This is an optimization exercise on Yosys and OpenROAD, whose aim is small area, not a production implementation. Function was checked by simulation only, so behaviour that the tests miss may differ from the original. No driver is modelled on the clock port, so clocking that relies on it looks cheaper here than on a real chip. Power figures rest on the tool's default switching activity, not on a simulated workload.

==> flow/design.v <==
`timescale 1ns/1ps
module sentinel_core (
    input  logic        aclk,
    input  logic        aresetn,
    input  logic [63:0] s_axis_tdata,
    input  logic        s_axis_tvalid,
    input  logic        s_axis_tlast,
    output logic        s_axis_tready,
    output logic [63:0] m_axis_tdata,
    output logic        m_axis_tvalid,
    output logic        m_axis_tlast,
    input  logic        m_axis_tready,
    input  logic [31:0] s_axil_awaddr,
    input  logic        s_axil_awvalid,
    output logic        s_axil_awready,
    input  logic [31:0] s_axil_wdata,
    input  logic        s_axil_wvalid,
    output logic        s_axil_wready,
    output logic [1:0]  s_axil_bresp,
    output logic        s_axil_bvalid,
    input  logic        s_axil_bready,
    input  logic [31:0] s_axil_araddr,
    input  logic        s_axil_arvalid,
    output logic        s_axil_arready,
    output logic [31:0] s_axil_rdata,
    output logic [1:0]  s_axil_rresp,
    output logic        s_axil_rvalid,
    input  logic        s_axil_rready
);
    localparam logic [31:0] LIMIT_RST = 32'd1000;
    logic [31:0] ctrl_q;       
    logic        ctrl_f;
    logic [31:0] shadow_q;     
    logic        shadow_f;
    logic [31:0] alim_q;       
    logic        alim_f;
    logic [63:0] snap_q;       
    logic        snap_f;
    logic [31:0] vcount;
    logic        vpend;
    logic        awr;          
    logic        bvalid;
    logic        arr;
    logic        rvalid;
    logic [31:0] rdata;
    logic        valid_reg;
    logic        last_reg;
    logic [63:0] data_reg;
    logic [31:0] vcount_now;
    logic [3:0]  vbyte_ones;
    logic [3:0]  vbyte_cin;
    logic [8:0]  vcarry [4];
    always_comb begin
        for (int k = 0; k < 4; k++) vbyte_ones[k] = &vcount[8*k +: 8];
        vbyte_cin[0] = vpend;
        for (int k = 1; k < 4; k++) vbyte_cin[k] = vbyte_cin[k-1] & vbyte_ones[k-1];
        for (int k = 0; k < 4; k++) begin
            vcarry[k][0] = vbyte_cin[k];
            for (int i = 0; i < 8; i++) begin
                vcount_now[8*k+i] = vcount[8*k+i] ^ vcarry[k][i];
                vcarry[k][i+1]    = vcount[8*k+i] & vcarry[k][i];
            end
        end
    end
    wire wr      = awr & s_axil_awvalid & s_axil_wvalid;
    wire wr_ctrl = wr & (s_axil_awaddr[4:0] == 5'h00);
    wire wr_lim  = wr & (s_axil_awaddr[4:0] == 5'h04);
    always_ff @(posedge aclk or negedge aresetn) begin
        if (!aresetn) begin
            awr      <= 1'b0;
            bvalid   <= 1'b0;
            ctrl_f   <= 1'b0;
            shadow_f <= 1'b0;
        end else begin
            awr    <= ~awr & s_axil_awvalid & s_axil_wvalid;
            bvalid <= wr | (bvalid & ~s_axil_bready);
            if (wr_ctrl) ctrl_f   <= 1'b1;
            if (wr_lim)  shadow_f <= 1'b1;
        end
    end
    always_ff @(posedge aclk) begin
        if (wr_ctrl) ctrl_q   <= s_axil_wdata;
        if (wr_lim)  shadow_q <= s_axil_wdata;
    end
    wire enable = ~ctrl_f | ctrl_q[0];
    wire [4:0] ra = s_axil_araddr[4:0];
    wire ld_r  = ~rvalid;
    wire sel_c = ld_r & (ra == 5'h00);
    wire sel_l = ld_r & (ra == 5'h04);
    wire sel_v = ld_r & (ra == 5'h08);
    wire sel_s = ld_r & snap_f & (ra == 5'h0C);
    wire sel_h = ld_r & snap_f & (ra == 5'h10);
    wire sel_cq = sel_c & ctrl_f;
    wire sel_lq = sel_l & shadow_f;
    wire [31:0] rst_val = ({32{sel_c & ~ctrl_f}} & 32'd1) | ({32{sel_l & ~shadow_f}} & LIMIT_RST);
    wire [31:0] rnext = ({32{rvalid}} & rdata)
                      | ({32{sel_cq}} & ctrl_q)
                      | ({32{sel_lq}} & shadow_q)
                      | ({32{sel_v}} & vcount_now)
                      | ({32{sel_s}} & snap_q[31:0])
                      | ({32{sel_h}} & snap_q[63:32])
                      | rst_val;
    always_ff @(posedge aclk or negedge aresetn) begin
        if (!aresetn) begin
            arr    <= 1'b0;
            rvalid <= 1'b0;
        end else begin
            arr    <= ~arr & s_axil_arvalid;
            rvalid <= (arr & s_axil_arvalid & ~rvalid) | (rvalid & ~s_axil_rready);
        end
    end
    always_ff @(posedge aclk) rdata <= rnext;
    wire upd = (s_axis_tlast & s_axis_tvalid & m_axis_tready) | ~s_axis_tvalid | ~enable;
    always_ff @(posedge aclk or negedge aresetn) begin
        if (!aresetn) alim_f <= 1'b0;
        else if (upd) alim_f <= shadow_f;
    end
    always_ff @(posedge aclk) begin
        if (upd) alim_q <= shadow_q;
    end
    wire [39:0] amount = s_axis_tdata[39:0];
    wire hi_nz   = |amount[39:32];
    logic [31:0] g0, l0;
    logic [15:0] g1, l1;
    logic [7:0]  g2, l2;
    logic [3:0]  g3, l3;
    logic [1:0]  g4, l4;
    always_comb begin
        g0 = amount[31:0] & ~alim_q;
        l0 = ~amount[31:0] & alim_q;
        for (int i = 0; i < 16; i++) begin
            g1[i] = g0[2*i+1] | (~l0[2*i+1] & g0[2*i]);
            l1[i] = l0[2*i+1] | (~g0[2*i+1] & l0[2*i]);
        end
        for (int i = 0; i < 8; i++) begin
            g2[i] = g1[2*i+1] | (~l1[2*i+1] & g1[2*i]);
            l2[i] = l1[2*i+1] | (~g1[2*i+1] & l1[2*i]);
        end
        for (int i = 0; i < 4; i++) begin
            g3[i] = g2[2*i+1] | (~l2[2*i+1] & g2[2*i]);
            l3[i] = l2[2*i+1] | (~g2[2*i+1] & l2[2*i]);
        end
        for (int i = 0; i < 2; i++) begin
            g4[i] = g3[2*i+1] | (~l3[2*i+1] & g3[2*i]);
            l4[i] = l3[2*i+1] | (~g3[2*i+1] & l3[2*i]);
        end
    end
    wire gt_q    = hi_nz | g4[1] | (~l4[1] & g4[0]);
    wire gt_rst  = hi_nz | (amount[31:0] > LIMIT_RST);
    wire viol    = enable & (alim_f ? gt_q : gt_rst);
    wire ld      = m_axis_tready | ~valid_reg;
    wire snap_we = ld & s_axis_tvalid & viol;
    always_ff @(posedge aclk or negedge aresetn) begin
        if (!aresetn) begin
            valid_reg <= 1'b0;
            vcount    <= 32'd0;
            vpend     <= 1'b0;
            snap_f    <= 1'b0;
        end else begin
            if (ld) valid_reg <= s_axis_tvalid & ~viol;
            vcount <= vcount_now;
            vpend  <= snap_we;
            if (snap_we) snap_f <= 1'b1;
        end
    end
    always_ff @(posedge aclk) begin
        if (ld) begin
            data_reg <= s_axis_tdata;
            last_reg <= s_axis_tlast;
        end
        if (snap_we) snap_q <= s_axis_tdata;
    end
    assign s_axis_tready  = m_axis_tready;
    assign m_axis_tvalid  = valid_reg;
    assign m_axis_tdata   = data_reg;
    assign m_axis_tlast   = last_reg;
    assign s_axil_awready = awr;
    assign s_axil_wready  = awr;
    assign s_axil_bvalid  = bvalid;
    assign s_axil_bresp   = 2'b00;
    assign s_axil_arready = arr;
    assign s_axil_rvalid  = rvalid;
    assign s_axil_rdata   = rdata;
    assign s_axil_rresp   = 2'b00;
endmodule
==> flow/config.mk <==
export PLATFORM = sky130hd
export DESIGN_NAME = sentinel_core
export DESIGN_NICKNAME = sentinel_core
export VERILOG_FILES = /design/flow/design.v
export SDC_FILE = /design/flow/constraint.sdc
export NUM_CORES = 4
export LEC_CHECK = 0
export CAP_MARGIN = 20
export CORE_MARGIN = 2
export CORE_UTILIZATION = 40
export GPL_TIMING_DRIVEN = 0
export PLACE_DENSITY = 0.75
export SLEW_MARGIN = 20
==> flow/constraint.sdc <==
create_clock -name core_clock -period 4.0 [get_ports {aclk}]
set_input_delay 0.8000 -clock core_clock [delete_from_list [all_inputs] [get_ports {aclk}]]
set_output_delay 0.8000 -clock core_clock [all_outputs]
set_load 0.01 [all_outputs]
standard.sh (not shown) runs the stock make flow with config.mk's settings and CLKGATE_MAP_FILE= SYNTH_SCRIPT=/design/flow/synth_recipe.tcl, a recipe that flattens the netlist after the stock synthesis.
==> flow/flow/run.sh <==
#!/bin/bash
# Standard ORFS layout, with the port buffers made of the smallest buffer cell
# and a clock tree of small clock buffers without dummy loads.
set -euo pipefail
export BUFFER_PORTS_ARGS="-buffer_cell sky130_fd_sc_hd__buf_1"
export CTS_ARGS="-sink_clustering_enable -repair_clock_nets -dont_use_dummy_load -buf_list sky130_fd_sc_hd__clkbuf_4 -sink_clustering_size 10 -sink_clustering_max_diameter 50"
bash standard.sh finish > make_finish.log 2>&1
Edit:
- CORE_UTILIZATION: 40 -> 50
- PLACE_DENSITY: 0.75 -> not set
Outcome:
- The changed run produced a clean layout
- worst setup slack is worse by 0.19 ns
- fmax fell by 5.4%
- wire length fell by 1.3%
- register-to-register slack is worse by 0.19 ns
- area after synthesis does not change
- utilization rose by 11 points
- non-clock buffer count fell by 1
- sequential cell count is unchanged
- power stays flat
- combinational power barely changes
Edit:
==> flow/flow/run.sh (replaced) <==
#!/bin/bash
# Standard ORFS layout, with the port buffers made of the smallest buffer cell,
# a clock tree of small clock buffers without dummy loads, and the synthesis
# buffers removed at floorplan (placement-aware repair re-buffers as needed).
set -euo pipefail
export BUFFER_PORTS_ARGS="-buffer_cell sky130_fd_sc_hd__buf_1"
export CTS_ARGS="-sink_clustering_enable -repair_clock_nets -dont_use_dummy_load -buf_list sky130_fd_sc_hd__clkbuf_4 -sink_clustering_size 10 -sink_clustering_max_diameter 50"
export REMOVE_ABC_BUFFERS=1
bash standard.sh finish > make_finish.log 2>&1
- CORE_UTILIZATION: 50 -> 40
Sequential cell count does not change. Clock-buffer cell count rose by 2. Area after synthesis is unchanged. Hold slack gets worse by 0.020 ns. Global-route usage fell by 5.5 points. Sequential power is about the same. Utilization fell by 11 points. Maximum frequency rose by 2.5%. Final area rose by 1.3%.
Edit:
==> flow/flow/run.sh (replaced) <==
#!/bin/bash
# The standard ORFS layout (standard.sh), changed only in how it sizes:
#  - synthesis: synth_recipe.tcl unchanged, but ABC maps the logic for area
#    (flow/synth_area.tcl, flow/abc_area.script),
#  - port buffers made of the smallest buffer cell,
#  - a clock tree of small clock buffers without dummy loads,
#  - placement repair kept to small buffers (flow/small_bufs.tcl),
#  - gates with spare setup slack downsized after placement repair and after
#    CTS (flow/recover_area.tcl).
# make's output goes to make_finish.log; each ORFS step keeps its own log
# under orfs/logs/.
set -euo pipefail
export FLOW_SYNTH_TCL="$PWD/synth_recipe.tcl"
export AREA_ABC_SCRIPT="$PWD/flow/abc_area.script"
export BUFFER_PORTS_ARGS="-buffer_cell sky130_fd_sc_hd__buf_1"
export CTS_ARGS="-sink_clustering_enable -repair_clock_nets -dont_use_dummy_load -buf_list sky130_fd_sc_hd__clkbuf_4 -sink_clustering_size 10 -sink_clustering_max_diameter 50"
export PRE_RESIZE_TCL="$PWD/flow/small_bufs.tcl"
export POST_RESIZE_TCL="$PWD/flow/recover_area.tcl"
export POST_CTS_TCL="$PWD/flow/recover_area.tcl"
bash standard.sh SYNTH_SCRIPT="$PWD/flow/synth_area.tcl" finish > make_finish.log 2>&1
==> flow/flow/abc_area.script (new file) <==
&get -n
&st
&syn2
&dch -f
&nf -a
&put
topo
stime -c
==> flow/flow/recover_area.tcl (new file) <==
# After CTS: downsize gates on paths that have setup slack to spare, then
# legalize the placement again.
log_cmd estimate_parasitics -placement
log_cmd repair_timing -recover_power 100 -verbose
set result [catch { detailed_placement } msg]
if { $result != 0 } {
  error "Detailed placement after area recovery failed: $msg"
}
check_placement -verbose
==> flow/flow/small_bufs.tcl (new file) <==
# Keep placement repair to the smaller buffers: it then builds buffer trees
# of small cells instead of single large ones.
set_dont_use [get_lib_cells {sky130_fd_sc_hd__buf_6 sky130_fd_sc_hd__buf_8 sky130_fd_sc_hd__buf_12 sky130_fd_sc_hd__buf_16 sky130_fd_sc_hd__bufbuf_8 sky130_fd_sc_hd__bufbuf_16}]
==> flow/flow/synth_area.tcl (new file) <==
# The standard synthesis (synth_recipe.tcl, sourced unchanged), with one
# change: ABC maps the combinational logic for area (flow/abc_area.script)
# instead of ORFS's delay-driven script. The flip-flops are mapped by
# dfflibmap before ABC runs, so they are exactly the standard synthesis's.
proc abc {args} {
  set i [lsearch -exact $args -script]
  if { $i >= 0 } { lset args [expr {$i + 1}] $::env(AREA_ABC_SCRIPT) }
  yosys abc {*}$args
}
source $::env(FLOW_SYNTH_TCL)
After rerunning: The changed run completed with no timing, DRC or antenna violations; wire length is lower by a few percent; worst setup slack gets worse by 0.13 ns; via count falls slightly; utilization is about the same; cell area drops by a few percent; area after synthesis decreases by a few percent.

## port drivers added, routing unchanged
No port has a modelled driver above. Below, the same layouts with a new extraction and two added sets of constraints. Step 1 assumes that a clkbuf_16 drives the clock port and a buf_2 every other input. Step 2, shift: input delay + t, output delay - t, t = (earliest + latest rising clock arrival at the registers) / 2. This alone moves slack from input paths to output paths. a / b / c = ideal ports / drivers / drivers and shift; a / b = the first two.
run	t, ns	setup slack, ns	worst register clock-pin slew, ns	cell pins on the clock port's net
the first run	0.657	0.704 / 0.704 / 0.164	0.11 / 0.11	1
the second run	0.667	0.516 / 0.516 / -0.109	0.11 / 0.11	1
the third run	0.644	0.601 / 0.601 / 0.181	0.11 / 0.11	1
the fourth run	0.645	0.466 / 0.468 / -0.157	0.11 / 0.11	1
Met with ideal ports but missed after step 2: setup timing in the second run and the fourth run. The setup slack of the second run, which loses most, moves by 0.000 ns with the drivers and by -0.625 ns with both steps.
